This is an optimization exercise on Yosys and OpenROAD, whose aim is small area and a short achievable clock period, not a production implementation.
The RTL was checked by simulation tests, not by an equivalence proof against the original design.
Power figures rest on the tool's default switching activity, not on a simulated workload.

==> flow/meta.hex <==
1
0
0
0
1
1
0
0
0
0
0
0
0
0
1
0
1
0
1
0
0
0
1
1
0
0
0
0
0
1
1
0
1
1
0
0
0
1
0
1
1
1
0
1
1
0
0
0
1
0
1
1
0
1
0
1
1
1
1
0
0
1
0
1
1
1
0
0
1
1
0
0
0
0
0
1
0
0
1
0
1
1
1
1
0
0
1
0
1
0
1
1
0
0
0
0
0
0
1
0
1
0
0
0
1
0
0
0
1
1
1
1
1
0
1
1
1
1
0
0
1
0
1
0
0
0
0
0
1
1
0
0
0
1
0
1
1
0
0
0
0
1
0
0
0
0
1
1
0
0
1
1
1
0
1
1
1
0
1
0
1
1
1
1
0
0
0
1
0
1
1
0
0
1
1
1
0
1
0
0
1
0
1
0
0
1
0
0
0
0
1
0
1
1
1
1
1
1
1
1
0
1
1
1
1
1
0
0
0
0
1
0
0
0
1
0
0
0
0
1
1
0
0
0
1
0
0
0
1
1
1
0
1
1
0
1
0
0
0
1
0
0
1
0
1
1
1
1
1
0
0
1
1
1
1
1
0
0
0
1
0
0
0
0
0
1
1
1
0
0
0
0
0
0
1
0
1
0
1
1
0
1
0
0
1
0
1
0
0
1
0
0
1
0
1
1
1
0
0
1
0
1
1
1
1
1
1
0
0
0
0
1
1
1
1
1
1
1
1
0
0
0
0
0
0
0
1
0
0
1
0
1
0
1
0
0
0
0
0
1
0
0
1
0
1
1
1
0
0
1
0
0
1
0
1
0
0
0
0
0
0
0
1
1
0
1
0
0
1
1
0
0
0
0
1
0
0
0
1
0
1
0
1
1
1
0
0
1
1
0
1
0
1
0
1
0
1
1
0
0
0
0
1
0
1
0
1
0
0
0
0
1
1
1
1
1
0
1
0
1
0
0
1
0
0
1
0
1
0
0
0
1
0
1
0
1
1
1
0
1
1
0
1
0
0
0
1
1
0
1
0
1
0
1
0
1
1
0
0
1
1
0
1
0
1
1
0
1
0
0
1
1
1
1
1
0
0
1
0
0
0
0
0
0
0
1
1
1
0
0
1
0
1
1
0
1
0
1
0
1
1
1
1
0
1
1
1
1
1
0
1
0
0
1
1
1
1
1
0
1
1
0
0
0
0
1
1
1
1
0
0
0
0
0
1
1
0
1
0
0
1
1
1
0
1
0
1
1
0
1
1
1
1
1
0
0
0
0
1
1
1
0
0
1
1
1
1
0
0
1
1
0
0
0
1
1
0
1
1
1
0
0
0
0
1
0
1
0
0
1
0
1
0
0
1
0
0
0
1
0
0
1
0
1
0
0
1
1
0
1
1
1
1
1
1
0
1
0
1
1
1
0
1
0
1
1
0
1
1
1
0
0
0
1
0
1
1
0
1
1
0
1
1
0
1
1
0
1
1
0
0
0
0
1
0
0
1
0
0
1
1
0
0
1
1
0
1
0
0
1
0
0
0
0
1
1
1
0
0
0
1
1
0
0
0
1
0
0
0
0
1
1
0
1
1
0
0
0
1
1
1
0
1
0
0
1
0
0
1
1
1
0
1
1
1
0
1
0
0
1
0
1
0
0
0
1
1
1
0
0
1
0
0
1
1
0
1
0
0
0
1
1
0
1
1
1
1
1
0
1
1
0
1
0
0
0
1
1
1
1
1
1
1
1
0
1
1
1
1
0
0
0
1
1
0
1
0
0
0
0
0
1
0
0
0
0
0
0
0
0
0
0
0
1
1
0
1
1
0
1
0
1
0
0
0
0
0
1
1
1
0
1
1
1
1
1
0
1
1
0
0
1
1
0
1
1
1
0
1
0
0
0
0
1
0
0
1
1
1
1
1
0
1
1
0
0
1
0
0
0
1
1
1
1
0
0
0
1
0
0
1
0
0
0
1
1
0
0
0
0
1
1
0
1
1
1
1
1
1
0
1
0
1
0
1
1
1
1
0
0
0
1
0
1
1
1
1
0
1
1
0
0
0
1
0
0
1
1
1
0
0
1
0
1
0
0
0
1
0
1
0
1
0
1
1
1
0
1
1
1
1
1
1
0
1
1
1
0
0
0
0
0
1
0
0
0
0
1
1
1
1
1
0
0
0
0
0
1
0
0
1
1
1
0
1
0
1
1
1
1
1
1
1
0
0
0
0
1
1
0
1
1
1
1
0
1
1
0
0
0
1
0
1
1
1
1
0
1
0
0
1
0
1
0
1
0
1
1
1
0
0
1
1
1
0
0
1
1
1
0
0
0
1
0
0
0
1
0
1
0
0
0
1
0
0
1
0
0
1
1
1
0
0
1
0
0
1
0
0
1
1
0
0
1
0
1
0
0
1
1
0
0
0
1
1
1
1
1
1
0
1
0
0
0
1
0
1
1
1
1
1
1
0
0
1
0
0
1
1
1
1
0
0
1
1
1
1
0
0
0
0
1
0
0
0
1
1
1
1
0
0
0
1
0
0
1
1
0
0
1
0
1
0
0
0
1
0
1
1
0
0
1
1
1
1
0
0
1
0
0
1
0
0
1
1
0
0
1
1
0
0
1
1
1
1
1
1
0
1
0
1
1
1
1
0
1
0
0
1
1
0
1
1
0
0
1
0
1
1
0
0
1
0
0
0
1
0
0
0
1
0
0
1
0
0
1
1
0
0
0
1
1
0
0
1
1
1
0
0
0
0
1
1
0
0
0
1
0
1
0
1
1
0
0
0
0
0
1
0
0
1
0
0
1
0
0
1
0
0
0
0
0
0
0
0
0
1
0
1
0
1
0
1
1
0
0
0
1
1
1
1
0
1
0
1
0
0
1
1
0
0
0
0
1
1
1
1
1
1
1
1
1
1
0
0
0
0
1
1
0
0
0
0
1
1
1
1
1
1
0
1
1
1
0
1
1
0
0
1
1
1
0
0
1
0
0
0
0
0
1
1
0
1
1
0
1
1
0
1
1
0
1
0
0
0
1
1
1
0
0
0
0
1
0
1
1
0
0
1
0
1
0
1
0
0
1
1
1
1
1
1
0
1
1
0
0
1
0
1
1
1
1
0
1
0
0
1
1
0
0
0
1
1
1
1
1
0
0
1
1
0
1
1
1
1
1
1
1
1
0
1
0
0
1
0
1
1
0
0
0
0
1
1
1
1
0
0
0
1
0
1
0
1
1
0
0
0
1
1
1
0
1
0
0
0
0
0
0
0
1
1
1
0
1
1
0
0
1
1
0
0
0
0
0
1
0
1
1
1
0
0
0
1
1
0
0
1
0
0
1
1
0
0
0
1
0
0
1
0
1
1
0
1
1
1
1
0
0
0
0
0
1
1
0
1
0
0
0
1
1
1
0
1
1
1
0
1
1
0
0
1
0
0
1
0
0
0
1
1
0
1
0
1
1
1
0
1
1
1
1
1
1
0
0
0
1
1
1
1
1
1
1
1
0
0
1
0
0
1
1
0
1
1
0
0
1
0
1
0
0
1
0
1
1
1
0
0
1
0
0
1
1
1
1
0
0
1
1
1
1
1
1
0
1
0
1
0
0
0
0
1
0
0
1
1
0
0
1
1
0
0
0
1
1
1
0
0
0
1
1
0
0
1
1
1
1
1
1
0
0
1
0
1
0
1
0
1
0
0
0
0
1
1
0
1
1
0
0
1
1
1
0
0
1
1
1
0
1
1
1
1
1
1
1
0
0
1
0
1
1
0
0
1
1
1
0
0
1
1
1
1
0
0
0
0
1
0
1
1
0
0
1
1
1
1
0
1
0
0
0
1
1
0
0
1
0
1
0
0
1
1
1
0
0
1
0
1
0
0
1
1
1
0
0
0
0
1
0
1
1
1
1
0
0
0
1
1
1
1
1
1
0
1
1
1
1
1
1
0
1
1
1
0
0
0
1
1
0
0
1
1
1
1
0
0
1
1
1
1
1
1
1
0
0
1
0
1
1
0
1
0
0
1
1
1
0
1
0
0
1
1
1
1
1
1
0
1
1
0
1
1
1
0
0
0
1
1
0
1
1
0
1
1
0
1
1
0
1
0
0
1
0
0
1
0
0
0
1
0
1
0
1
1
0
0
0
0
0
0
0
0
0
0
1
0
1
1
0
0
0
0
0
0
1
1
1
1
1
0
1
0
1
1
0
1
0
0
0
0
0
0
0
0
0
0
0
1
0
1
1
1
1
0
1
1
0
1
1
0
1
1
0
1
1
1
0
1
0
0
0
0
1
0
1
1
0
1
1
0
1
0
1
0
0
0
1
0
1
1
1
1
1
0
1
0
0
0
1
1
1
1
0
0
0
1
1
1
1
1
0
0
0
1
0
0
1
0
0
1
1
1
0
0
0
1
0
1
0
1
1
0
1
0
0
1
1
1
0
0
0
0
1
1
1
1
0
1
1
1
1
1
0
0
1
0
0
1
0
0
1
1
1
0
0
0
1
1
1
0
1
1
0
0
0
1
0
0
0
1
1
1
1
1
0
1
0
0
0
0
0
0
0
1
1
0
1
1
1
0
1
1
0
1
1
0
0
1
1
0
1
1
1
1
1
1
0
1
1
0
1
1
0
0
1
1
1
1
1
0
1
0
1
0
0
0
1
1
0
0
1
0
0
1
1
1
1
1
0
1
1
1
0
0
1
1
0
1
1
1
0
1
0
0
0
0
1
1
1
1
1
0
1
1
1
0
1
0
1
0
0
0
0
0
1
0
0
0
0
0
1
1
0
1
1
0
0
1
0
0
1
1
0
1
1
0
1
0
0
0
1
0
1
0
0
0
1
0
0
0
0
1
0
0
1
1
1
0
1
0
0
1
0
1
1
1
0
0
1
0
0
1
1
1
0
0
1
1
1
0
0
0
1
0
1
1
1
0
1
0
1
1
0
1
0
1
0
0
1
1
0
1
0
1
1
1
0
1
1
1
1
1
0
0
1
0
0
1
0
0
0
0
0
0
1
0
1
1
0
0
1
1
1
1
0
1
1
1
0
1
0
1
0
0
1
0
0
1
1
1
0
0
0
0
1
0
1
0
1
1
1
1
1
1
1
1
1
1
1
1
1
0
0
1
1
1
0
1
1
1
0
1
0
1
1
0
1
0
1
1
0
0
0
0
1
0
0
1
0
0
0
0
1
1
1
0
1
0
1
0
1
1
1
1
0
1
1
0
0
0
1
1
1
1
0
1
0
0
0
1
1
1
1
0
0
1
1
0
1
0
1
1
0
0
1
0
1
1
1
1
1
0
1
0
0
1
0
0
1
0
0
1
1
0
1
0
0
1
1
1
1
1
0
0
1
1
1
1
0
1
1
0
1
0
0
0
0
1
1
0
1
0
0
0
0
1
0
0
0
1
1
0
1
1
1
0
1
0
1
1
1
0
1
1
1
0
0
1
1
0
0
1
1
0
1
0
1
0
0
0
0
0
1
0
0
1
0
0
1
1
0
1
1
1
0
1
0
0
1
0
1
0
0
0
0
1
0
0
0
0
1
0
1
1
1
1
0
0
1
1
1
0
1
1
0
0
0
0
0
1
1
0
0
0
0
0
1
0
1
1
1
0
1
1
0
1
0
0
1
0
0
0
0
0
0
0
1
1
1
0
1
1
1
1
1
0
0
1
1
1
1
1
1
0
1
0
0
0
1
0
1
0
1
1
0
1
1
1
1
1
1
1
1
1
1
0
0
0
0
0
0
1
1
0
0
1
1
0
1
0
1
0
0
1
1
1
0
0
1
1
1
0
1
0
0
1
0
0
1
1
0
1
0
1
1
0
1
0
0
1
1
0
1
1
1
1
0
0
1
1
1
1
1
1
0
0
1
1
1
0
1
0
0
1
1
1
1
0
1
0
1
1
0
0
1
0
0
0
0
1
1
0
1
0
0
0
0
1
1
0
0
1
0
0
1
0
1
1
0
0
1
0
0
1
0
1
1
1
1
0
0
0
0
0
1
0
0
0
0
1
0
0
1
0
1
1
1
0
0
0
1
1
1
0
1
1
1
1
1
0
0
1
0
0
0
0
0
0
0
1
1
0
0
1
1
1
1
0
1
1
0
0
0
0
1
0
0
0
1
0
1
1
1
0
1
1
0
0
1
0
0
0
1
0
1
0
1
0
1
0
1
1
0
1
1
1
0
1
1
1
1
1
1
1
1
1
1
1
1
1
1
1
0
0
1
0
1
0
1
1
1
1
0
1
0
1
0
1
0
0
1
1
0
1
1
1
0
0
0
1
0
1
1
0
1
1
1
1
0
1
0
1
1
1
0
1
1
1
1
1
1
1
0
1
0
0
0
1
1
0
1
0
1
0
0
1
1
1
0
1
1
0
0
1
0
0
1
1
0
0
1
0
1
0
1
1
1
1
0
1
1
1
1
0
1
0
1
1
1
1
0
1
0
1
1
1
0
1
1
1
0
0
0
1
0
0
0
1
0
0
1
1
1
1
1
0
1
0
0
1
1
1
1
0
0
1
1
1
1
1
1
1
1
1
0
1
0
0
1
0
1
1
1
1
1
0
0
1
1
1
0
1
1
0
0
1
1
0
1
0
1
0
0
0
1
0
1
1
1
1
0
0
1
0
0
1
0
1
1
0
0
0
1
0
0
0
0
0
0
0
1
0
0
1
1
1
0
1
0
1
1
1
1
0
1
1
1
1
1
1
1
0
1
0
0
0
0
0
0
0
0
1
0
0
1
0
1
1
1
0
0
0
1
1
1
0
1
1
0
1
0
0
0
0
0
0
0
0
0
1
1
0
0
1
0
1
1
0
0
0
1
1
1
1
0
0
1
1
1
0
1
0
0
1
0
0
1
1
0
1
1
0
0
1
1
1
0
1
0
0
1
0
0
1
0
1
1
0
1
0
0
1
1
0
0
1
1
0
0
1
0
1
1
0
0
1
1
1
1
1
0
1
1
0
1
1
1
0
1
1
1
1
1
1
0
1
0
1
1
0
1
0
0
0
0
0
0
0
1
0
1
0
0
1
0
0
0
0
0
1
1
0
1
1
1
0
0
0
0
1
1
1
1
0
0
1
1
0
0
0
1
1
1
1
1
1
0
1
0
0
0
0
1
1
0
1
1
0
0
1
0
1
0
0
0
0
1
0
0
1
0
1
0
0
0
0
1
0
1
1
0
1
1
1
0
0
1
1
1
1
0
0
0
1
0
0
0
0
0
0
0
1
1
0
1
0
1
1
1
1
0
0
0
0
0
1
0
1
0
1
0
1
0
1
1
0
1
0
1
0
0
1
1
1
1
1
1
0
0
1
0
1
0
0
1
1
1
1
1
0
1
1
0
1
1
1
0
1
0
0
1
1
1
1
0
0
0
1
0
1
0
0
1
1
1
1
1
1
1
1
1
0
0
1
0
1
0
1
0
1
0
0
0
0
0
0
0
1
0
1
0
1
1
1
0
1
1
1
0
1
0
0
0
1
0
1
0
0
1
0
1
0
1
0
0
1
0
1
0
0
1
1
0
1
0
1
0
1
0
1
0
1
0
1
0
0
1
1
1
1
0
0
1
0
1
1
0
1
1
0
1
0
1
0
1
1
0
0
1
0
0
1
1
0
1
1
1
0
0
0
1
0
1
0
1
1
0
1
0
1
1
0
0
1
1
0
0
0
0
0
1
0
1
0
1
1
0
1
1
0
1
0
1
1
0
0
1
0
1
1
1
1
0
0
1
1
0
1
1
1
0
1
1
1
0
1
0
0
1
0
1
1
0
1
1
1
0
0
1
0
0
0
1
0
0
0
0
0
0
1
0
0
0
0
0
1
1
0
1
0
1
1
1
0
0
0
1
1
1
1
1
1
1
0
0
1
0
1
0
0
1
1
1
0
1
0
1
0
0
1
1
1
1
1
0
1
1
1
1
1
1
0
0
0
0
1
0
1
1
0
1
0
1
1
0
1
0
1
0
0
0
1
0
0
0
0
0
1
1
1
0
0
0
0
0
0
0
1
1
1
1
0
0
1
1
0
0
1
1
1
0
0
0
1
0
1
0
1
0
0
0
0
0
0
0
0
0
1
0
1
1
0
0
0
0
0
0
0
0
0
1
1
1
1
1
0
1
0
0
1
0
0
0
1
1
0
0
1
0
1
0
0
0
0
1
0
1
0
1
1
0
1
1
0
0
1
1
0
0
1
1
1
1
0
1
0
0
0
0
0
1
1
0
0
1
0
1
1
1
1
0
1
0
1
0
0
0
1
1
0
1
0
0
1
0
0
0
0
1
0
0
1
1
0
0
0
1
1
0
1
1
0
0
1
1
0
1
1
1
1
0
1
0
0
1
0
1
0
1
1
0
0
0
0
1
1
0
0
0
1
0
0
0
0
1
0
1
0
1
1
1
0
1
0
1
1
0
1
0
1
0
0
1
1
1
0
1
0
1
0
0
1
0
0
1
0
0
0
1
0
0
1
0
1
1
1
0
1
1
1
0
1
1
1
0
0
0
0
1
1
1
0
1
0
1
1
1
0
1
0
1
1
1
1
1
0
0
1
0
1
1
0
0
0
0
0
0
0
1
1
0
0
1
0
0
1
1
1
1
1
1
1
0
0
0
0
1
0
1
1
0
0
1
0
1
0
1
1
0
0
0
0
1
0
0
0
0
1
1
0
0
1
1
0
1
0
0
0
0
0
0
1
1
0
1
0
1
1
1
1
0
1
0
1
0
1
1
0
1
1
0
0
0
1
1
1
1
0
0
0
1
0
1
0
1
0
0
1
0
1
0
0
0
1
0
1
0
1
0
1
1
0
1
0
0
1
0
1
0
1
0
0
1
1
0
0
1
0
1
0
1
1
1
1
0
1
1
0
0
0
0
0
0
0
0
0
1
1
1
1
1
0
1
0
1
1
1
0
1
0
0
0
1
1
0
0
1
0
1
1
1
1
1
0
1
0
1
0
1
1
0
1
0
1
0
1
1
1
1
1
1
0
1
1
1
0
0
1
1
1
1
0
0
1
1
0
1
1
1
1
1
1
0
0
1
1
1
0
1
1
0
0
1
1
0
1
0
1
1
0
1
1
1
1
0
1
1
0
0
1
0
1
1
1
1
0
0
1
1
0
0
1
1
0
1
1
1
0
1
1
1
1
1
1
1
0
1
0
0
0
1
0
1
1
1
1
1
0
0
0
1
1
1
1
1
0
0
1
1
1
0
1
1
1
1
1
1
0
0
0
1
1
0
1
0
1
0
==> flow/flow/run.sh <==
#!/bin/bash
# Own layout flow: the standard ORFS flow with these changes:
#  * synthesis maps logic with an area-oriented ABC script (flow/abc.script)
#    and without ORFS's half/full-adder extraction (ADDER_MAP_FILE empty), so
#    ABC sees the whole logic; registers, flattening and names are unchanged;
#  * ports are buffered with buf_2 instead of ORFS's default choice;
#  * constant outputs share tie cells (SKIP_REPAIR_TIE_FANOUT).
# Each step's full output goes to its own log in this folder.
set -euo pipefail
W=$(pwd)
SD="$W/scripts_abc"
rm -rf "$SD"
cp -r "$FLOW_HOME/scripts" "$SD"
cp "$W/flow/abc.script" "$SD/abc_area.script"
export ADDER_MAP_FILE=
export BUFFER_PORTS_ARGS="-buffer_cell sky130_fd_sc_hd__buf_2"
export SKIP_REPAIR_TIE_FANOUT=1
SCRIPTS_DIR="$SD" ABC_AREA=1 bash standard.sh synth > "$W/log_synth.txt" 2>&1
bash standard.sh finish > "$W/log_layout.txt" 2>&1
==> flow/flow/abc.script <==
&get -n
&st
&dch
&nf -a -R 1000
&put
==> flow/standard.sh <==
#!/bin/bash
# synth_recipe.tcl (not shown) runs the flow's synth.tcl, then flattens the netlist and writes it again
# the make line also repeats each setting of config.mk as NAME=value (left out here)
make -C /OpenROAD-flow-scripts/flow DESIGN_CONFIG=/design/flow/config.mk WORK_HOME=/design/flow/orfs CLKGATE_MAP_FILE= SYNTH_SCRIPT=/design/flow/synth_recipe.tcl "${@:-finish}"
==> flow/config.mk <==
export PLATFORM = sky130hd
export DESIGN_NAME = pim_system_top
export DESIGN_NICKNAME = pim_system_top
export VERILOG_FILES = /design/flow/design.v
export SDC_FILE = /design/flow/constraint.sdc
export NUM_CORES = 4
export LEC_CHECK = 0
export CAP_MARGIN = 20
export CORE_MARGIN = 2
export CORE_UTILIZATION = 45
export SETUP_SLACK_MARGIN = 5
export SLEW_MARGIN = 20
export SYNTH_MEMORY_MAX_BITS = 32768
==> flow/constraint.sdc <==
create_clock -name core_clock -period 8.0 [get_ports {clk}]
set_input_delay 1.6000 -clock core_clock [delete_from_list [all_inputs] [get_ports {clk}]]
set_output_delay 1.6000 -clock core_clock [all_outputs]
set_load 0.01 [all_outputs]
==> flow/design.v <==
`timescale 1ps/1ps
module pim_system_top (
    input clk, input rst_n, input req_valid, output req_ready, input [31:0] req_addr,
    output resp_valid, input resp_ready, output [63:0] resp_data,
    output [31:0] act_count, rd_count, pre_count, skip_count, pim_ops_count, pim_cycle_count
);
    localparam [63:0] MAC_RESULT = 64'd2992;
    reg s_idle, s_d1, s_act, s_rd, s_pim, s_resp, rdy;
    reg pim_start, resp_nz;
    reg [11:0] meta_index;
    reg [31:0] act_c, rd_c, pre_c, skip_c;
    reg busy, done; reg [3:0] idx;
    reg [12:0] open_row [0:7]; reg [7:0] row_open;
    reg hit_open; reg [12:0] row_diff;
    localparam LO = 7;
    reg [(1<<(12-LO))-1:0] rom_s;
    reg flag_r; reg [1:0] flag_v;
    reg meta_mem [0:4095];
    integer k;
    initial begin $readmemh("meta.hex", meta_mem); end
    wire [2:0] bank = req_addr[12:10];
    wire [12:0] row = req_addr[25:13];
    wire flag   = flag_v[1] ? flag_r : meta_mem[0];
    wire accept = req_valid & rdy;
    wire take_skip  = accept & flag;
    wire take_dense = accept & ~flag;
    wire pim_fin = s_pim & done;
    wire hit_eq  = ~|row_diff;
    always @(posedge clk or negedge rst_n) begin
        if (!rst_n) begin
            s_idle <= 1; s_d1 <= 0; s_act <= 0; s_rd <= 0; s_pim <= 0; s_resp <= 0; rdy <= 1;
            pim_start <= 0; resp_nz <= 0; flag_v <= 0; meta_index <= 0;
            act_c <= 0; rd_c <= 0; pre_c <= 0; skip_c <= 0;
            busy <= 0; done <= 0; idx <= 0; row_open <= 0;
        end else begin
            rdy    <= s_idle & ~accept;
            s_idle <= (s_idle & ~accept) | (s_resp & resp_ready);
            s_resp <= take_skip | pim_fin | (s_resp & ~resp_ready);
            s_d1   <= take_dense;
            s_act  <= s_d1 & hit_open & ~hit_eq;
            s_rd   <= s_act | (s_d1 & ~hit_open);
            s_pim  <= s_rd | (s_d1 & hit_open & hit_eq) | (s_pim & ~done);
            pim_start <= s_pim;
            if (take_skip) resp_nz <= 0; else if (pim_fin) resp_nz <= 1;
            if (take_skip | pim_fin) meta_index <= meta_index + 1;
            flag_v <= {flag_v[0], 1'b1};
            if (take_skip) skip_c <= skip_c + 1;
            if (s_d1 & hit_open & ~hit_eq) pre_c <= pre_c + 1;
            if (s_act | (s_d1 & ~hit_open)) act_c <= act_c + 1;
            if (s_rd | (s_d1 & hit_open & hit_eq)) rd_c <= rd_c + 1;
            if (take_dense) row_open[bank] <= 1'b1;
            done <= busy & (idx == 4'd15);
            idx  <= idx + busy;
            busy <= busy ? (idx != 4'd15) : pim_start;
        end
    end
    always @(posedge clk) begin
        for (k = 0; k < (1<<(12-LO)); k = k + 1)
            rom_s[k] <= meta_mem[{k[11-LO:0], meta_index[LO-1:0]}];
        flag_r   <= rom_s[meta_index[11:LO]];
        hit_open <= row_open[bank];
        row_diff <= open_row[bank] ^ row;
        if (take_dense) open_row[bank] <= row;
    end
    assign req_ready = rdy;
    assign resp_valid = s_resp;
    assign resp_data = resp_nz ? MAC_RESULT : 64'd0;
    assign act_count = act_c;
    assign pre_count = pre_c;
    assign skip_count = skip_c;
    assign rd_count = rd_c;
    assign pim_ops_count = rd_c;
    assign pim_cycle_count = {rd_c[27:0], 4'd0};
endmodule
==> summary.md, run 1 <==
| Metric | Value |
|---|---|
| Worst setup SP type | flip-flop |
| Final WL | 61.7 mm |
| Final hold viol count | 0 |
| Vias in the first global route | about 14000 |
| Slowest stage delay, CP | just under 0.5 ns |
| R2R depth | 11 |
| Warnings, synthesis | 1 |
| WL/cell | between 20 and 30 um |
| Critical Path, Cell by Cell | buf_6 -> nor2b_1 -> buf_4 -> nor2_2 -> nor2_1 -> nor2_1 -> nand2_1 -> o21ai_0 -> a221oi_2 -> o22ai_1 -> a21o_1 |
| Clock power share | between 20% and 30% |
| Final Slew Violations | 0 |
| Syn_nets | about 1700 |
| Chip width | between 150 and 200 um |
| Layout cells sized above 1 | a little over a fifth |
| Hold_sp | flag_v[0] |
| Die Y | 195 um |
| Crit path buf inv count | 2 |
| Worst Hold Depth | 0 |
| Final setup viols | 0 |
| Worst-path clk slew | 0.06 ns |
| CTS Root Cell | clkbuf_16 |
| Seq pwr share | a little under a third |
| Setup TNS | 0 ns |
| Starting density of the core | a little under half |
| Slew margin rel. | 33.8% |
| # IOs | just under 300 |
| Status | no timing/DRC/antenna violations |
| Post-Syn Area | around 16000 um2 |
| Final non-filler cell total | approximately 2400 |
| End of the worst hold path | flag_v[1] |
| Worst-Skew Late Latency | between 0.5 and 0.6 ns |
| Core area | about 36000 um2 |
| Tmin final | between 3 and 4 ns |
| Initial antenna violation count | 1 |
| Max IR drop VDD | approximately 280 uV |
| CP Capture Type | flip-flop |
| CP top delay family | simple AND/OR/NAND/NOR gates |
| Most instantiated cells after synthesis | nand2_1, dfrtp_1, nor2_1 |
| EDFF count, synth | 104 |
| Vias per cell | roughly 6.3 |
| Crit share post-route | around two fifths |
| GRT Residual Overflow | 0 |
| Drc violations | 0 |
| WP data required | ~8.4 ns |
| CP Class | flip-flop to flip-flop |
| Num CTS Buffers | 34 |
| Post-placement setup slack | approximately 4.2 ns |
| Largest net degree at the start of global routing | between 100 and 150 |
| Top FF cell, synth | dfrtp_1 |
| Drt first-iter violations | approximately 1700 |
| Synth Register Bits | between 300 and 400 |
| Max cap viols | 0 |
| Seq/Total Area, Yosys | between 40% and 50% |
| Global-route wire length before repair | 91.5 mm |
| CTS tree | built |
| Placer Congestion | 1.04 |
| Comb pwr share | 43.5% |
| CP Max Fanout | 34 |
| Avg Inst Size Synth | between 9 and 10 um2 |
| Routed vias | ~15000 |
| Nets | roughly 1900 |
| Leakage power | between 8 and 9 nW |
| Netlist cell types | 56 |
| Top cell type's share of synthesized area | between 20 and 25% |
| Critical R2R Capture | rom_s[4] |
| Worst EP arrival | 3.57 ns |
| P&R area growth vs syn | 16.3% |
| Crit path top cell by count | nor2_1 |
| Sw power | around 0.0028 W |
| DR pass1 iterations | 6 |
| Clock skew | 0.0213 ns |
| Most common cell in the netlist | nand2_1 |
| Num rows | 70 |
| Net Sw Frac | a little over two fifths |
| Synth async-reset ratio | 52.2% |
| Gate Count Post-Synth | 1700 |
| Critical-path cell with the highest stage delay | a221oi_2 |
| ANT nets after route | 0 |
| R2R setup slack | between 4 and 5 ns |
| Sink Count | between 300 and 400 |
| H-tree depth | 2 |
| Cell Int Power | roughly 0.0037 W |
| Fmax | approximately 320 MHz |
| Post-DP HPWL | ~42 mm |
| Setup ws final | roughly 4.9 ns |
| RSZ-0062 raised after global routing | yes |
| Deepest clock path buffer count | 3 |
| DIE AREA | 38200 um2 |
| Inst Count DP | roughly 2300 |
| Hold/Removal Path Class | flip-flop to flip-flop |
| Worst-margin pin slew | roughly 0.99 ns |
| Origin of the worst setup path | meta_index[1] |
| GRT Overall Usage | 31.9% |
| R2R Path Start | meta_index[1] |
| Pwr Density | around 340 nW/um2 |
| Area leader, netlist | dfrtp_1 |
| Synth top area cells | dfrtp_1, edfxtp_1, buf_4 |
| Count of buffers from port buffering | 215 |
[power by group through the flow]
stage	Combinational, W	Sequential (W)	Clock [W]
global placement	0.00267	0.00203	0
floorplan	0.00140	0.00206	0
CTS	0.00262	0.00200	0.00168
detailed placement	0.00258	0.00203	0
global route	0.00291	0.00203	0.00174
finish	0.00281	0.00200	0.00165
[layout make-up]
class | instances | area, um2
Antenna cell | 1 | 2.50
Clock buffer | 50 | 1040
Clock inverter | 12 | 156
Fill cell | 3365 | 17200
Inverter | 15 | 58.8
Multi-Input combinational cell | 1242 | 7590
Sequential cell | 316 | 8200
Tap cell | 468 | 586
Timing Repair Buffer | 272 | 1530
[what timing repair did]
item                                   in CTS  in global routing
hold buffers                                0                  0
cloned                                      1                  0
resized for setup                          27                 27
buffers inserted                            3                  8
pin swaps                                   1                 10
setup endpoints to repair                  69                 64
endpoints found under the hold margin       0                  0
[worst max path at each step]
stage / endpoint / cells past startpoint / slack (ns)
after floorplan: skip_c[29] / 9 / 4.80
after global placement: open_row[5][6] / 3 / 4.17
after detailed placement: open_row[5][4] / 3 / 4.18
after CTS: rom_s[4] / 11 / 4.82
after global routing: rom_s[4] / 11 / 4.83
final: rom_s[4] / 11 / 4.85
[metrics by stage]
step / cell area [um2] / power [W] / util (%) / hold slack [ns]
floorplan: 16600 / 0.00346 / - / 0.331
global placement: 17700 / 0.00470 / 48.7 / 0.332
detailed placement: 17700 / 0.00461 / 48.7 / 0.335
CTS: 19000 / 0.00631 / 52.3 / 0.348
global route: 19200 / 0.00668 / 52.7 / 0.374
finish: 19200 / 0.00646 / 52.7 / 0.346
[logic make-up after synthesis]
family / share of synthesized area, %
other cells: 0.0456
mux: 1.41
buf+inv: 6.17
xor+xnor: 7.49
flops: 49.7
compound gates: 17.8
simple gates: 17.4
[state kept, by name, indices dropped and copies added, names as in the netlist, 2 cells and up]
name / flops
open_row: 104
act_c: 32
pre_c: 32
rd_c: 32
rom_s: 32
skip_c: 32
row_diff: 13
meta_index: 12
row_open: 8
idx: 4
flag_v: 2
[layer usage]
layer	up-vias	global-route usage (%)	part of all wire (%)
met3	251	7.60	9.6
met4	2	17.1	6.3
li1	6662	-	-
met1	7231	40.4	39
met2	933	50.8	45
met5	-	0	0.021
[placed cells by master, fill, tap and decap left out, types with 24 or more instances in the layout]
master	n
edfxtp_1	104
o21ai_0	127
buf_2	213
a222oi_1	28
xor2_1	75
clkbuf_16	37
dfrtp_1	160
dfxtp_1	47
and3_1	31
nor2_1	137
xnor2_1	66
o22ai_1	24
nand4_1	49
nor3_1	42
nand3_1	48
a21oi_1	129
a31oi_1	51
buf_4	54
nand2_1	195
==> run 2: changes to the inputs <==
--- a/flow/config.mk
+++ b/flow/config.mk
@@ -9,4 +9,7 @@
 export CORE_MARGIN = 2
 export CORE_UTILIZATION = 45
+export CTS_BUF_LIST = sky130_fd_sc_hd__clkbuf_8
+export CTS_CLUSTER_DIAMETER = 60
+export CTS_CLUSTER_SIZE = 16
 export SETUP_SLACK_MARGIN = 5
 export SLEW_MARGIN = 20
==> summary.md, run 2 <==
| Metric | Value |
|---|---|
| Wl on met1 | 24.0 mm (-0.15%) |
| Worst-margin pin slew | 1.01 ns (+0.0209 ns) |
| WL met2 | 27.6 mm (-0.79%) |
| Initial antenna violation count | 2 (+1) |
| DR pass1 iterations | 9 (+3) |
| Deepest clock path buffer count | 3 (unchanged) |
| Tmin final | 3.08 ns (-0.0657 ns) |
| Fmax | 325 MHz (+2.1%) |
| Seq/Total Area, Yosys | 49.7% (unchanged) |
| WP data required | 8.48 ns (+0.05 ns) |
| Starting density of the core | 45.3% (unchanged) |
| Gate Count Post-Synth | 1700 (unchanged) |
| Final WL | 61.3 mm (-0.73%) |
| Final hold viol count | 0 (unchanged) |
| Num rows | 70 (unchanged) |
| Max cap viols | 0 (unchanged) |
| GRT Overall Usage | 31.3% (-0.60 points) |
| Synth async-reset ratio | 52.2% (unchanged) |
| # fillers | 3460 (+2.8%) |
| FF+latch area | 8210 um2 (about the same) |
| Most common cell after layout, fill and taps aside | buf_2 |
| Warnings, synthesis | 1 (unchanged) |
| Vias per cell | 6.38 (+0.49%) |
| Synth Register Bits | 316 (unchanged) |
| Status | no timing/DRC/antenna violations |
| Slew margin rel. | 32.4% (-1.4 points) |
| Max Used Layer | met5 |
| Critical R2R Capture | rom_s[8] |
| Max IR drop VDD | 287 uV (+3.0%) |
| # IOs | 294 (unchanged) |
| Hold_sp | flag_v[0] |
| Vias in the first global route | 14100 (-1.3%) |
| DIE AREA | 38200 um2 (unchanged) |
| Worst EP arrival | 3.56 ns (about the same) |
| Origin of the worst setup path | meta_index[3] |
| Worst-path clk slew | 0.09 ns (+0.03 ns) |
| Top reg by flops | open_row |
| Hold/Removal Path Class | flip-flop to flip-flop |
| Global-route wire length before repair | 90.5 mm (-1.1%) |
| P&R area growth vs syn | 12.2% |
| Pwr Density | 311 nW/um2 (-7.8%) |
| Worst Hold Depth | 0 (unchanged) |
| Overall Power | 0.00574 W (-11%) |
| Inst Count DP | 2301 (unchanged) |
| Largest net degree at the start of global routing | 114 (unchanged) |
| Netlist cell types | 56 (unchanged) |
| Worst-Skew Late Latency | 0.60 ns (+0.07 ns) |
| Num CTS Buffers | 27 (-21%) |
| Post-DP HPWL | 41.6 mm (unchanged) |
| Drt first-iter violations | 1754 (+0.63%) |
| CP Class | flip-flop to flip-flop |
| Final core occ | 50.9% (-1.9 points) |
| Core area | 36300 um2 (unchanged) |
| RSZ-0062 raised after global routing | yes |
| Max reg flops | 104 (unchanged) |
| CTS tree | built |
| CP Max Fanout | 27 (-21%) |
| Multi-input gate area | 7600 um2 (about the same) |
| H-tree depth | 1 (-1) |
| Count of buffers from port buffering | 215 (unchanged) |
| Top FF cell, synth | dfrtp_1 |
| Nets | 1908 (-0.47%) |
| Most common cell in the netlist | nand2_1 |
| Crit share post-route | 38.5% (-0.82 points) |
| WL/cell | 25.9 um (-0.10%) |
| Setup TNS | 0 ns (unchanged) |
| GRT Residual Overflow | 0 (unchanged) |
| Area leader, netlist | dfrtp_1 |
| CP Capture Type | flip-flop |
| Post-Syn Area | 16500 um2 (unchanged) |
| Chip width | 195 um (unchanged) |
| Commonest cells after routing, fill and taps aside | buf_2, nand2_1, dfrtp_1 |
| End of the worst hold path | flag_v[1] |
| Routed met3 length | 6.20 mm (+4.3%) |
| ANT nets after route | 0 (unchanged) |
| Synth top area cells | dfrtp_1, edfxtp_1, buf_4 |
| EDFF count, synth | 104 (unchanged) |
| Top cell type's share of synthesized area | 24.7% (unchanged) |
| Avg Inst Size Synth | 9.70 um2 (unchanged) |
| Routed vias | 15100 (-0.15%) |
| CTS Root Cell | clkbuf_8 |
| R2R depth | 7 (-4) |
| Layout cells sized above 1 | 20.5% (-0.68 points) |
| R2R setup slack | 4.92 ns (+0.07 ns) |
| R2R Path Start | meta_index[3] |
| # hold bufs at CTS | 0 (unchanged) |
| Worst setup SP type | flip-flop |
| Die Y | 195 um (unchanged) |
| Leakage power | 7.92 nW (-3.5%) |
| Drc violations | 0 (unchanged) |
| Clock skew | 0.0522 ns (+0.0310 ns) |
| Most instantiated cells after synthesis | nand2_1, dfrtp_1, nor2_1 |
| Placer Congestion | 1.04 (unchanged) |
| Final non-filler cell total | 2361 (-0.63%) |
| Sink Count | 316 (unchanged) |
| Syn_nets | 1736 (unchanged) |
| Final Slew Violations | 0 (unchanged) |
| Final setup viols | 0 (unchanged) |
[run 2: cell counts after synthesis]
No cell type changed its count.
[run 2: worst max-delay path, stage by stage (launching register included)]
cell and delay [ns]:
dfrtp_4 0.57, clkinv_2 0.49, buf_4 0.44, nor2_1 0.48, nand2_1 0.31, a311oi_1 0.36, a221oi_1 0.08, a21oi_1 0.22
[run 2: repair_timing]
action / in CTS / in global routing
endpoints found under the setup margin: 68 / 76
cloned: 0 / 1
pin swaps: 0 / 2
setup buffers: 2 / 7
gates resized for setup: 29 / 30
[run 2: layout make-up]
type / count / area share, %
flip-flops and latches: 316 / 44.4
multi-input cells: 1242 / 41.1
repair buffers: 270 / 8.23
well taps: 468 / 3.17
clock buffers: 30 / 2.23
clock inverters: 19 / 0.582
inverters: 15 / 0.318
diodes: 1 / 0.0135
[run 2: cell families after synthesis]
| group | synth area share, % |
|---|---|
| buffers and inverters | 6.17 |
| xor gates and xnor gates | 7.49 |
| DFF | 49.7 |
| and+or+nand+nor | 17.4 |
| muxes | 1.41 |
| AOI/OAI and AO/OA | 17.8 |
| other | 0.0456 |
[run 2: power by group]
| part | internal [W] | total, W | switching, W |
|---|---|---|---|
| Combinational | 0.000810 | 0.00284 | 0.00203 |
| Clock | 0.000357 | 0.000901 | 0.000544 |
| Sequential | 0.00186 | 0.00200 | 0.000136 |
[run 2: per-stage QoR]
stage	hold WS, ns	instance area [um2]	worst slack [ns]
floorplan	0.331	16600	4.80
global placement	0.332	17700	4.17
detailed placement	0.335	17700	4.18
CTS	0.358	18300	4.84
global route	0.384	18500	4.92
finish	0.356	18500	4.92
[run 2: layer usage]
| metal | vias up | GRT usage [%] |
|---|---|---|
| met5 | - | 0 |
| met4 | 4 | 15.9 |
| met1 | 7224 | 41.0 |
| li1 | 6620 | - |
| met3 | 249 | 6.29 |
| met2 | 960 | 49.6 |
[run 2: worst max-delay path by stage]
stage | end | slack (ns) | depth (start not counted)
floorplan | skip_c[29] | 4.80 | 9
global placement | open_row[5][6] | 4.17 | 3
detailed placement | open_row[5][4] | 4.18 | 3
CTS | rom_s[14] | 4.84 | 9
global route | rom_s[26] | 4.92 | 6
finish | rom_s[8] | 4.92 | 7
==> run 3: changes to the inputs <==
--- a/flow/design.v
+++ b/flow/design.v
@@ -13,13 +13,33 @@
     reg [12:0] open_row [0:7]; reg [7:0] row_open;
     reg hit_open; reg [12:0] row_diff;
-    localparam LO = 7;
-    reg [(1<<(12-LO))-1:0] rom_s;
-    reg flag_r; reg [1:0] flag_v;
+    reg [31:0] rom_s;
+    reg [3:0] pd54, pd32;
+    reg [1:0] flag_v;
     reg meta_mem [0:4095];
-    integer k;
     initial begin $readmemh("meta.hex", meta_mem); end
+    wire [4095:0] mbits;
+    genvar gi, gk, gh, ga;
+    generate
+        for (gi = 0; gi < 4096; gi = gi + 1) begin : g_bits
+            assign mbits[gi] = meta_mem[gi];
+        end
+        for (gk = 0; gk < 32; gk = gk + 1) begin : g_k
+            wire [1:0] t;
+            for (gh = 0; gh < 2; gh = gh + 1) begin : g_h
+                wire [3:0] s;
+                for (ga = 0; ga < 4; ga = ga + 1) begin : g_a
+                    wire [15:0] q = mbits[gk*128 + gh*64 + ga*16 +: 16];
+                    wire [3:0] leaf = {q[12 + meta_index[1:0]], q[8 + meta_index[1:0]],
+                                       q[4 + meta_index[1:0]], q[meta_index[1:0]]};
+                    assign s[ga] = |(pd32 & leaf);
+                end
+                assign t[gh] = |(pd54 & s);
+            end
+            always @(posedge clk) rom_s[gk] <= meta_index[6] ? t[1] : t[0];
+        end
+    endgenerate
     wire [2:0] bank = req_addr[12:10];
     wire [12:0] row = req_addr[25:13];
-    wire flag   = flag_v[1] ? flag_r : meta_mem[0];
+    wire flag   = flag_v[1] ? rom_s[meta_index[11:7]] : meta_mem[0];
     wire accept = req_valid & rdy;
     wire take_skip  = accept & flag;
@@ -56,7 +76,6 @@
     end
     always @(posedge clk) begin
-        for (k = 0; k < (1<<(12-LO)); k = k + 1)
-            rom_s[k] <= meta_mem[{k[11-LO:0], meta_index[LO-1:0]}];
-        flag_r   <= rom_s[meta_index[11:LO]];
+        pd54 <= 4'b0001 << meta_index[5:4];
+        pd32 <= 4'b0001 << meta_index[3:2];
         hit_open <= row_open[bank];
         row_diff <= open_row[bank] ^ row;
==> summary.md, run 3 <==
| Metric | Value |
|---|---|
| Status | no timing/DRC/antenna violations |
| Commonest cells after routing, fill and taps aside | buf_2, nand2_1, dfrtp_1 |
| P&R area growth vs syn | 13.6% |
| Synth Area in Compound Gates | 18.7% (+0.92 points) |
| Worst-margin pin slew | 1.26 ns (+0.245 ns) |
| Worst-path clk slew | 0.10 ns (about the same) |
| Crit path top cell by count | nor3_4 |
| Crit path buf inv count | 2 (unchanged) |
| Largest family of logic cells by synthesized area | compound AO/OA/AOI/OAI gates |
| Mux cell area share after synthesis | 2.28% (+0.87 points) |
| Fmax | 321 MHz (-1.2%) |
| Count of buffers from port buffering | 215 (unchanged) |
| ANT nets after route | 0 (unchanged) |
| Top FF cell, synth | dfrtp_1 |
| CP Class | flip-flop to flip-flop |
| Final non-filler cell total | 2241 (-5.1%) |
| Synth Area in Adders | 0% (unchanged) |
| H-tree depth | 1 (unchanged) |
| CP Max Fanout | 3 (-89%) |
| Setup ws final | 4.88 ns (-0.0369 ns) |
| Post-Synth XOR/XNOR Area | 7.19% (-0.30 points) |
| Seq/Total Area, Yosys | 50.3% (+0.61 points) |
| Vias in the first global route | 13900 (-1.2%) |
| Global-route wire length before repair | 86.4 mm (-4.6%) |
| Vias per cell | 6.52 (+2.3%) |
| Synth async-reset ratio | 51.1% (-1.1 points) |
| Worst Hold Depth | 0 (unchanged) |
| R2R setup slack | 4.88 ns (-0.04 ns) |
| Worst setup SP type | flip-flop |
| Drt first-iter violations | 2267 (+29%) |
| GRT Overall Usage | 29.2% (-2.1 points) |
| Critical-path cell with the highest stage delay | or4_4 |
| CTS tree | built |
| Synth top area cells | dfrtp_1, edfxtp_1, dfxtp_1 |
| GRT Residual Overflow | 0 (unchanged) |
| Top reg by flops | open_row |
| Nets | 1789 (-6.2%) |
| Drc violations | 0 (unchanged) |
| Post-Synth Simple-Gate Area | 15.1% (-2.3 points) |
| Final hold viol count | 0 (unchanged) |
| Worst EP arrival | 3.59 ns (+0.03 ns) |
| Final WL | 57.2 mm (-6.6%) |
| Chip width | 196 um (+0.24%) |
| Tmin final | 3.12 ns (+0.0369 ns) |
| R2R Path Start | row_diff[8] |
| Critical R2R Capture | rd_c[28] |
| Inst Count DP | 2154 (-6.4%) |
| Deepest clock path buffer count | 3 (unchanged) |
| Slew margin rel. | 15.8% (-17 points) |
| Num rows | 70 (unchanged) |
| Initial antenna violation count | 1 (-1) |
| End of the worst hold path | flag_v[1] |
| Max IR drop VDD | 204 uV (-29%) |
| Most instantiated cells after synthesis | nand2_1, dfrtp_1, buf_4 |
| # IOs | 294 (unchanged) |
| DIE AREA | 38400 um2 (+0.47%) |
| Most common cell after layout, fill and taps aside | buf_2 |
| Post-DP HPWL | 35.9 mm (-14%) |
| CP top delay family | simple AND/OR/NAND/NOR gates |
| Hold_sp | flag_v[0] |
| Area leader, netlist | dfrtp_1 |
| Gate Count Post-Synth | 1573 (-7.5%) |
| Placer Congestion | 1.01 (-2.9%) |
| Setup TNS | 0 ns (unchanged) |
| Final Slew Violations | 0 (unchanged) |
| Post-Syn Area | 16600 um2 (+0.48%) |
| Netlist cell types | 40 (-29%) |
| WHS | 0.357 ns (+0.000915 ns) |
| Max cap viols | 0 (unchanged) |
| Sink Count | 323 (+2.2%) |
| Largest net degree at the start of global routing | 99 (-13%) |
| Crit share post-route | 39.0% (+0.46 points) |
| Layout cells sized above 1 | 22.2% (+1.8 points) |
| Top cell type's share of synthesized area | 24.6% (-0.12 points) |
| Syn_nets | 1609 (-7.3%) |
| Warnings, synthesis | 1 (unchanged) |
| CTS Root Cell | clkbuf_8 |
| Final setup viols | 0 (unchanged) |
| Leakage power | 8.44 nW (+6.7%) |
| Hold/Removal Path Class | flip-flop to flip-flop |
| Die Y | 196 um (+0.24%) |
| Avg Inst Size Synth | 10.5 um2 (+8.6%) |
| R2R depth | 13 (+6) |
| EDFF count, synth | 104 (unchanged) |
| Pwr Density | 314 nW/um2 (+0.96%) |
| DR pass1 iterations | 9 (unchanged) |
| Slowest stage delay, CP | 0.54 ns (-0.03 ns) |
| Routed vias | 14600 (-2.9%) |
| WP data required | 8.48 ns (about the same) |
| Num CTS Buffers | 26 (-3.7%) |
| Synth Register Bits | 323 (+2.2%) |
| ANT cells | 0 (-1) |
| # hold bufs at CTS | 0 (unchanged) |
| Post-placement setup slack | 3.55 ns (-0.631 ns) |
| RSZ-0062 raised after global routing | yes |
| Max reg flops | 104 (unchanged) |
| Most common cell in the netlist | nand2_1 |
| WL/cell | 25.5 um (-1.6%) |
| CP Capture Type | flip-flop |
| Starting density of the core | 45.5% (+0.11 points) |
| Core area | 36400 um2 (+0.24%) |
| Worst-Skew Late Latency | 0.59 ns (about the same) |
| Critical Path, Cell by Cell | or4_4 -> nor3_4 -> buf_4 -> buf_6 -> a31oi_4 -> nor3_4 -> nand3_4 -> nor3_4 -> nand3_2 -> or3_4 -> nor3_4 -> nand3_2 -> xnor2_2 |
| Clock skew | 0.0320 ns (-0.0203 ns) |
==> run 3: cell types whose count changed in the layout (fill, tap and decap cells not counted), moves of 24 or more <==
cell / delta
o21ai_0: -49
a21oi_1: -86
a222oi_1: -27
a21o_1: +27
o22ai_1: -24
nor3_1: -37
nand2_1: -32
o31ai_1: +100
a31oi_1: -43
nor2_1: -53
o41ai_1: +90
a41oi_1: +30
==> run 3: cells by family (layout without fill, tap and decap cells) <==
logic type / Yosys count / in the layout
mux: 19 / 19
other cells: 2 / 2
simple gates: 510 / 511
compound gates: 431 / 431
xor+xnor: 136 / 136
buf+inv: 152 / 351
flops: 323 / 323
==> run 3: layer usage <==
metal  track usage [%]  wire [um]  part of all wire, %
met1              37.8      22000                   39
met4              10.9       2680                  4.7
met3              9.11       6660                   12
met5                 0         13                0.023
met2              46.2      25800                   45
==> run 3: where the power goes <==
group | internal (W) | switching (W) | leakage [nW]
Clock | 0.000356 | 0.000535 | 0.303
Sequential | 0.00195 | 0.000161 | 3.58
Combinational | 0.000834 | 0.00206 | 4.56
==> run 3: repair_timing <==
| action | 4_1_cts | 5_1_grt |
|---|---|---|
| setup buffers | 33 | 5 |
| gates resized for setup | 28 | 52 |
| gates cloned | 1 | 0 |
| endpoints found under the setup margin | 161 | 130 |
| pin swaps | 16 | 13 |
==> run 3: worst max path at each step <==
stage	from	to	depth (start not counted)
after global routing	row_diff[8]	rd_c[28]	13
after global placement	req_addr[10]	open_row[1][4]	5
after CTS	row_diff[4]	pre_c[28]	13
after detailed placement	req_addr[10]	open_row[1][4]	5
after floorplan	row_diff[9]	rd_c[26]	11
final	row_diff[8]	rd_c[28]	13
==> run 3: final cells by class <==
type	instances	area (um2)
Fill cell	3288	17600
Clock buffer	27	372
Clock inverter	21	129
Sequential cell	323	8350
Timing Repair Buffer	279	1710
Tap cell	468	586
Multi-Input combinational cell	1099	7570
Inverter	24	90.1
==> run 3: stage by stage <==
| step | area [um2] | util (%) | power (W) |
|---|---|---|---|
| 6_report | 18800 | 51.6 | 0.00590 |
| 5_1_grt | 18800 | 51.6 | 0.00609 |
| 4_1_cts | 18600 | 50.9 | 0.00572 |
| 3_5_place_dp | 17600 | 48.3 | 0.00479 |
| 3_3_place_gp | 17600 | 48.3 | 0.00484 |
| 2_1_floorplan | 16700 | - | 0.00374 |
==> run 4: changes to the inputs <==
--- a/flow/flow/run.sh
+++ b/flow/flow/run.sh
@@ -5,5 +5,6 @@
 #    ABC sees the whole logic; registers, flattening and names are unchanged;
 #  * ports are buffered with buf_2 instead of ORFS's default choice;
-#  * constant outputs share tie cells (SKIP_REPAIR_TIE_FANOUT).
+#  * constant outputs share tie cells (SKIP_REPAIR_TIE_FANOUT);
+#  * timing repair aims for 5.05 ns of setup slack (SETUP_SLACK_MARGIN).
 # Each step's full output goes to its own log in this folder.
 set -euo pipefail
@@ -16,4 +17,5 @@
 export BUFFER_PORTS_ARGS="-buffer_cell sky130_fd_sc_hd__buf_2"
 export SKIP_REPAIR_TIE_FANOUT=1
+export SETUP_SLACK_MARGIN=5.05
 SCRIPTS_DIR="$SD" ABC_AREA=1 bash standard.sh synth > "$W/log_synth.txt" 2>&1
 bash standard.sh finish > "$W/log_layout.txt" 2>&1
--- a/flow/config.mk
+++ b/flow/config.mk
@@ -12,5 +12,4 @@
 export CTS_CLUSTER_DIAMETER = 60
 export CTS_CLUSTER_SIZE = 16
-export SETUP_SLACK_MARGIN = 5
 export SLEW_MARGIN = 20
 export SYNTH_MEMORY_MAX_BITS = 32768
==> summary.md, run 4 <==
| Metric | Value |
|---|---|
| Setup TNS | 0 ns (unchanged) |
| Drt first-iter violations | 2243 (-1.1%) |
| Syn_nets | 1609 (unchanged) |
| Critical-path cell with the highest stage delay | a21oi_2 |
| # hold bufs at CTS | 0 (unchanged) |
| Nets | 1785 (-0.22%) |
| Max IR drop VDD | 219 uV (+7.6%) |
| Area leader, netlist | dfrtp_1 |
| Final hold viol count | 0 (unchanged) |
| EDFF count, synth | 104 (unchanged) |
| Final WL | 54.4 mm (-4.9%) |
| Origin of the worst setup path | meta_index[0] |
| Worst-path clk slew | 0.09 ns (about the same) |
| Final Slew Violations | 0 (unchanged) |
| Worst-margin pin slew | 1.30 ns (+0.0446 ns) |
| Chip width | 196 um (unchanged) |
| Max reg flops | 104 (unchanged) |
| Critical Path, Cell by Cell | buf_4 -> nand2_1 -> a21oi_2 -> o41ai_1 -> a41oi_1 -> a21o_1 |
| Num rows | 70 (unchanged) |
| CP top delay family | compound AO/OA/AOI/OAI gates |
| Most instantiated cells after synthesis | nand2_1, dfrtp_1, buf_4 |
| Max cap viols | 0 (unchanged) |
| DR pass1 iterations | 9 (unchanged) |
| Final core occ | 52.1% (+0.45 points) |
| R2R depth | 6 (-7) |
| Status | no timing/DRC/antenna violations |
| Worst setup SP type | flip-flop |
| Sink Count | 323 (unchanged) |
| Commonest cells after routing, fill and taps aside | buf_2, nand2_1, dfrtp_1 |
| H-tree depth | 1 (unchanged) |
| Synth top area cells | dfrtp_1, edfxtp_1, dfxtp_1 |
| Top reg by flops | open_row |
| Post-placement setup slack | 3.61 ns (+0.0573 ns) |
| Hold/Removal Path Class | flip-flop to flip-flop |
| GRT Residual Overflow | 0 (unchanged) |
| Layout cells sized above 1 | 23.7% (+1.5 points) |
| Top cell type's share of synthesized area | 24.6% (unchanged) |
| Starting density of the core | 45.5% (unchanged) |
| GRT Overall Usage | 27.4% (-1.8 points) |
| CP Max Fanout | 39 (+36) |
| R2R setup slack | 5.11 ns (+0.22 ns) |
| Netlist cell types | 40 (unchanged) |
| CP Class | flip-flop to flip-flop |
| P&R area growth vs syn | 14.6% |
| RSZ-0062 raised after global routing | yes |
| Worst-Skew Late Latency | 0.61 ns (+0.02 ns) |
| R2R Path Start | meta_index[0] |
| Global-route wire length before repair | 82.3 mm (-4.6%) |
| Largest net degree at the start of global routing | 86 (-13%) |
| Vias per cell | 6.51 (-0.21%) |
| Routed vias | 14600 (-0.25%) |
| Fmax | 346 MHz (+7.7%) |
| Critical R2R Capture | rom_s[29] |
| Overall Power | 0.00609 W (+3.3%) |
| Gate Count Post-Synth | 1573 (unchanged) |
| Setup ws final | 5.11 ns (+0.224 ns) |
| Pwr Density | 321 nW/um2 (+2.4%) |
| Tmin final | 2.89 ns (-0.224 ns) |
| Deepest clock path buffer count | 3 (unchanged) |
| # IOs | 294 (unchanged) |
| Slew margin rel. | 13.0% (-2.8 points) |
| Core area | 36400 um2 (unchanged) |
| Vias in the first global route | 13800 (-0.65%) |
| Critical Path Stages | 6 (-7) |
| Final setup viols | 0 (unchanged) |
| WP data required | 8.52 ns (+0.04 ns) |
| Seq/Total Area, Yosys | 50.3% (unchanged) |
| Synth Register Bits | 323 (unchanged) |
| Avg Inst Size Synth | 10.5 um2 (unchanged) |
| Slowest stage delay, CP | 1.00 ns (+0.46 ns) |
| CTS tree | built |
| Die Y | 196 um (unchanged) |
| CP Capture Type | flip-flop |
| Num CTS Buffers | 28 (+7.7%) |
| Initial antenna violation count | 2 (+1) |
| Count of buffers from port buffering | 215 (unchanged) |
| WL/cell | 24.3 um (-4.9%) |
| Crit path buf inv count | 1 (-1) |
| Crit share post-route | 36.2% (-2.8 points) |
| Post-Syn Area | 16600 um2 (unchanged) |
| Leakage power | 8.44 nW (about the same) |
| ANT nets after route | 0 (unchanged) |
| Warnings, synthesis | 1 (unchanged) |
| Top FF cell, synth | dfrtp_1 |
| DIE AREA | 38400 um2 (unchanged) |
| Worst EP arrival | 3.41 ns (-0.18 ns) |
| Post-DP HPWL | 34.4 mm (-4.2%) |
| Worst Hold Depth | 0 (unchanged) |
| Worst Setup EP | rom_s[29] |
| Most common cell in the netlist | nand2_1 |
| Drc violations | 0 (unchanged) |
| Synth async-reset ratio | 51.1% (unchanged) |
| Most common cell after layout, fill and taps aside | buf_2 |
| CTS Root Cell | clkbuf_8 |
| Clock skew | 0.0585 ns (+0.0266 ns) |
| Placer Congestion | 1.06 (+4.8%) |
[run 4: worst reg2reg max path: cells and delay by family, from the launching register on]
kind / cells / cell delay [ns]
and+or+nand+nor: 1 / 0.47
AOI/OAI and AO/OA: 4 / 1.70
buffers and inverters: 1 / 0.37
DFF: 1 / 0.33
[run 4: area by class of cell]
| class | count | area (um2) |
|---|---|---|
| repair buffers | 273 | 1620 |
| multi-input cells | 1099 | 7600 |
| clock inverters | 21 | 279 |
| fillers | 3231 | 17500 |
| clock buffers | 31 | 427 |
| inverters | 24 | 90.1 |
| flip-flops and latches | 323 | 8370 |
| well taps | 468 | 586 |
| diodes | 1 | 2.50 |
[run 4: report_power, final]
group | switching [W] | internal (W) | total [W]
registers | 0.000162 | 0.00195 | 0.00211
clock network | 0.000562 | 0.000565 | 0.00113
logic | 0.00201 | 0.000844 | 0.00285
[run 4: logic make-up (layout without fill, tap and decap cells)]
group | after synthesis | after routing | share of synthesized area [%]
simple gates | 510 | 511 | 15.1
compound gates | 431 | 431 | 18.7
flops | 323 | 323 | 50.3
buf+inv | 152 | 349 | 6.35
xor+xnor | 136 | 136 | 7.19
mux | 19 | 19 | 2.28
other cells | 2 | 3 | 0.0453
[run 4: worst min path at each step]
| stage | startpoint | to | slack (ns) |
|---|---|---|---|
| 2_1_floorplan | flag_v[0] | flag_v[1] | 0.33 |
| 3_3_place_gp | flag_v[0] | flag_v[1] | 0.34 |
| 3_5_place_dp | flag_v[0] | flag_v[1] | 0.34 |
| 4_1_cts | flag_v[0] | flag_v[1] | 0.37 |
| 5_1_grt | flag_v[0] | flag_v[1] | 0.39 |
| 6_report | flag_v[0] | flag_v[1] | 0.36 |
[run 4: per-layer routing]
metal	track usage, %	up-vias	share of wire [%]
met5	0	-	0.024
met3	8.37	277	11
met2	42.1	1027	43
met4	11.6	2	5.1
li1	-	6290	-
met1	36.0	6983	40
[run 4: what timing repair did]
item,in CTS,in global routing
endpoints found under the setup margin,200,128
pin swaps,15,10
resized for setup,47,43
gates cloned,1,0
setup buffers,21,13
[run 4: metrics by stage]
stage          cells  hold slack (ns)  cell area (um2)
2_1_floorplan   1573            0.331            16700
3_3_place_gp    2152            0.337            17600
3_5_place_dp    2152            0.340            17600
4_1_cts         2226            0.373            18700
5_1_grt         2240            0.389            19000
6_report        2240            0.364            19000
==> run 5: changes to the inputs <==
--- a/flow/design.v
+++ b/flow/design.v
@@ -13,5 +13,5 @@
     reg [12:0] open_row [0:7]; reg [7:0] row_open;
     reg hit_open; reg [12:0] row_diff;
-    reg [31:0] rom_s;
+    reg [15:0] rom_s;
     reg [3:0] pd54, pd32;
     reg [1:0] flag_v;
@@ -24,10 +24,10 @@
             assign mbits[gi] = meta_mem[gi];
         end
-        for (gk = 0; gk < 32; gk = gk + 1) begin : g_k
-            wire [1:0] t;
-            for (gh = 0; gh < 2; gh = gh + 1) begin : g_h
+        for (gk = 0; gk < 16; gk = gk + 1) begin : g_k
+            wire [3:0] t;
+            for (gh = 0; gh < 4; gh = gh + 1) begin : g_h
                 wire [3:0] s;
                 for (ga = 0; ga < 4; ga = ga + 1) begin : g_a
-                    wire [15:0] q = mbits[gk*128 + gh*64 + ga*16 +: 16];
+                    wire [15:0] q = mbits[gk*256 + gh*64 + ga*16 +: 16];
                     wire [3:0] leaf = {q[12 + meta_index[1:0]], q[8 + meta_index[1:0]],
                                        q[4 + meta_index[1:0]], q[meta_index[1:0]]};
@@ -36,10 +36,10 @@
                 assign t[gh] = |(pd54 & s);
             end
-            always @(posedge clk) rom_s[gk] <= meta_index[6] ? t[1] : t[0];
+            always @(posedge clk) rom_s[gk] <= t[meta_index[7:6]];
         end
     endgenerate
     wire [2:0] bank = req_addr[12:10];
     wire [12:0] row = req_addr[25:13];
-    wire flag   = flag_v[1] ? rom_s[meta_index[11:7]] : meta_mem[0];
+    wire flag   = flag_v[1] ? rom_s[meta_index[11:8]] : meta_mem[0];
     wire accept = req_valid & rdy;
     wire take_skip  = accept & flag;
==> summary.md, run 5 <==
| Metric | Value |
|---|---|
| Status | no timing/DRC/antenna violations |
| Clock skew | 0.0525 ns (-0.00604 ns) |
| DR pass1 iterations | 8 (-1) |
| Starting density of the core | 45.8% (+0.31 points) |
| Most common cell after layout, fill and taps aside | buf_2 |
| WHS | 0.351 ns (-0.0126 ns) |
| Top FF cell, synth | dfrtp_1 |
| CP Max Fanout | 28 (-28%) |
| Fmax | 345 MHz (-0.13%) |
| Num CTS Buffers | 25 (-11%) |
| # fillers | 3291 (+1.9%) |
| Hold/Removal Path Class | flip-flop to flip-flop |
| Initial antenna violation count | 0 (-2) |
| Post-DP HPWL | 34.6 mm (+0.71%) |
| Final Slew Violations | 0 (unchanged) |
| Top reg by flops | open_row |
| Syn_nets | 1619 (+0.62%) |
| Worst-Skew Late Latency | 0.60 ns (about the same) |
| DIE AREA | 37700 um2 (-1.7%) |
| Deepest clock path buffer count | 3 (unchanged) |
| FF+latch area | 8030 um2 (-4.1%) |
| CP Class | flip-flop to flip-flop |
| Multi-input gate area | 7460 um2 (-1.8%) |
| Origin of the worst setup path | pd32[0] |
| ANT cells | 0 (-1) |
| WL/cell | 24.8 um (+2.0%) |
| Worst-path clk slew | 0.10 ns (about the same) |
| Final non-filler cell total | 2223 (-0.76%) |
| # IOs | 294 (unchanged) |
| Post-route cell area | 18100 um2 (-4.5%) |
| Worst-margin pin slew | 1.24 ns (-0.0665 ns) |
| CTS Root Cell | clkbuf_8 |
| Hold_sp | flag_v[0] |
| Max reg flops | 104 (unchanged) |
| Largest net degree at the start of global routing | 103 (+20%) |
| Final WL | 55.0 mm (+1.2%) |
| Core area | 35600 um2 (-2.4%) |
| Synth async-reset ratio | 53.7% (+2.7 points) |
| Worst setup SP type | flip-flop |
| Global-route wire length before repair | 83.5 mm (+1.4%) |
| CP Capture Type | flip-flop |
| Leakage power | 7.90 nW (-6.4%) |
| Worst EP arrival | 3.30 ns (-0.11 ns) |
| P&R area growth vs syn | 11.3% |
| Routed vias | 14600 (+0.42%) |
| Area leader, netlist | dfrtp_1 |
| RSZ-0062 raised after global routing | yes |
| # hold bufs at CTS | 0 (unchanged) |
| WP data required | 8.40 ns (-0.12 ns) |
| R2R Path Start | pd32[0] |
| Drt first-iter violations | 2526 (+13%) |
| Nets | 1779 (-0.34%) |
| H-tree depth | 1 (unchanged) |
| Count of buffers from port buffering | 215 (unchanged) |
| Post-DP Area | 17300 um2 (-1.5%) |
| GRT Residual Overflow | 0 (unchanged) |
| Num rows | 69 (-1.4%) |
| Post-Syn Area | 16300 um2 (-1.7%) |
| Netlist cell types | 44 (+10%) |
| Sink Count | 307 (-5.0%) |
| Most instantiated cells after synthesis | nand2_1, dfrtp_1, buf_4 |
| EDFF count, synth | 104 (unchanged) |
| Avg Inst Size Synth | 10.3 um2 (-2.3%) |
| Inst Count DP | 2167 (+0.70%) |
| Gate Count Post-Synth | 1583 (+0.64%) |
| Max IR drop VDD | 168 uV (-23%) |
| Max cap viols | 0 (unchanged) |
| Vias in the first global route | 13800 (-0.45%) |
| Placer Congestion | 1.06 (+0.16%) |
| Commonest cells after routing, fill and taps aside | buf_2, nand2_1, dfrtp_1 |
| Seq/Total Area, Yosys | 49.2% (-1.1 points) |
| Top cell type's share of synthesized area | 25.1% (+0.43 points) |
| Chip width | 194 um (-0.84%) |
| Final setup viols | 0 (unchanged) |
| Layout cells sized above 1 | 20.7% (-3.0 points) |
| Crit share post-route | 36.2% (+0.048 points) |
| Synth top area cells | dfrtp_1, edfxtp_1, buf_4 |
| Drc violations | 0 (unchanged) |
| Synth Register Bits | 307 (-5.0%) |
| Warnings, synthesis | 1 (unchanged) |
| Final hold viol count | 0 (unchanged) |
| Die Y | 194 um (-0.84%) |
| CTS tree | built |
| Slew margin rel. | 17.3% (+4.3 points) |
| Tmin final | 2.90 ns (+0.00382 ns) |
| ANT nets after route | 0 (unchanged) |
| Most common cell in the netlist | nand2_1 |
| Pwr Density | 262 nW/um2 (-19%) |
| Vias per cell | 6.59 (+1.2%) |
| GRT Overall Usage | 28.1% (+0.73 points) |
| Setup TNS | 0 ns (unchanged) |
run 5: report_power, final:
| group | internal [W] | switching, W |
|---|---|---|
| clock | 0.000325 | 0.000528 |
| combinational | 0.000535 | 0.00144 |
| sequential | 0.00179 | 0.000121 |
run 5: timing repair:
action,4_1_cts,5_1_grt
gates resized for setup,22,30
endpoints found under the setup margin,105,65
buffers inserted,5,5
pin swaps,7,9
run 5: critical path, stage by stage (launching register included):
cell	delay, ns
dfxtp_1	0.32
buf_4	0.39
nand2_1	0.41
nor2_2	0.71
o41ai_1	0.17
a41oi_1	0.24
a21oi_1	0.07
o22ai_1	0.42
run 5: cell type report:
class | count | area share, %
Multi-Input combinational cell | 1122 | 41.2
Tap cell | 461 | 3.18
Inverter | 26 | 0.539
Timing Repair Buffer | 261 | 8.12
Sequential cell | 307 | 44.3
Clock buffer | 27 | 2.05
Clock inverter | 19 | 0.622
run 5: layer usage:
layer	track usage, %	up-vias	part of all wire [%]	wire, um
li1	-	6306	-	-
met1	37.2	6952	39	21500
met2	42.2	1084	43	23700
met3	9.34	298	12	6750
met4	12.2	0	5.7	3130
met5	0	-	0	0
run 5: cells by family (layout without fill, tap and decap cells):
group / after synthesis / count (layout) / share of synthesized area, %
muxes: 20 / 20 / 2.31
buffers and inverters: 154 / 333 / 6.50
AOI/OAI and AO/OA: 427 / 427 / 18.5
other: 2 / 2 / 0.0461
DFF: 307 / 307 / 49.2
and+or+nand+nor: 540 / 540 / 16.3
xor gates and xnor gates: 133 / 133 / 7.16
run 5: stage by stage:
step           utilization (%)  worst slack (ns)  power (W)
2_1_floorplan                -              4.80    0.00302
3_3_place_gp              48.7              4.04    0.00375
3_5_place_dp              48.7              4.04    0.00374
4_1_cts                   50.5              5.06    0.00461
5_1_grt                   50.9              4.98    0.00491
6_report                  50.9              5.10    0.00474
run 5: worst paths after layout:
kind | slack [ns] | depth (start not counted) | to
max | 5.10 | 7 | rom_s[10]
min | 0.35 | 0 | flag_v[1]
max reg2reg | 5.10 | 7 | rom_s[10]
min reg2reg | 0.35 | 0 | flag_v[1]
max in group asynchronous | 5.46 | 2 | meta_index[8]
min in group asynchronous | 1.11 | 1 | pre_c[25]

[port drivers added, routing unchanged]
The results above use ideal ports. As a check the final layouts listed here were re-extracted and re-timed, cells and wires unchanged.
Step 1 (the two cells are an assumption about what drives the block):
set clk [get_ports {clk}]
set_driving_cell -lib_cell sky130_fd_sc_hd__clkbuf_16 $clk
set_driving_cell -lib_cell sky130_fd_sc_hd__buf_2 [delete_from_list [all_inputs] $clk]
Step 2 times the ports against the registers' clock, not the clock port: input delays grow and output delays shrink by t, the midpoint of the rising clock arrivals with the driver on.
Three values: no drivers, after step 1, after step 2; two values: the first two.
run | t (ns) | setup WS [ns] | hold WS [ns] | worst setup path after step 2 | worst data-port slew with drivers (ns)
run 1 | 0.577 | 4.853 / 4.853 / 4.504 | 0.346 / 0.346 / 0.346 | input to register | 0.07
run 2 | 0.627 | 4.919 / 4.919 / 4.466 | 0.356 / 0.356 / 0.356 | input to register | 0.07
run 3 | 0.621 | 4.882 / 4.882 / 4.534 | 0.357 / 0.357 / 0.357 | input to register | 0.06
run 4 | 0.631 | 5.106 / 5.062 / 4.644 | 0.364 / 0.364 / 0.364 | input to register | 0.06
run 5 | 0.625 | 5.102 / 5.074 / 4.562 | 0.351 / 0.351 / 0.351 | input to register | 0.07
After both steps setup and hold are still met in every run listed. The setup slack of run 5, which loses most, moves by -0.028 ns with the drivers and by -0.540 ns with both steps.
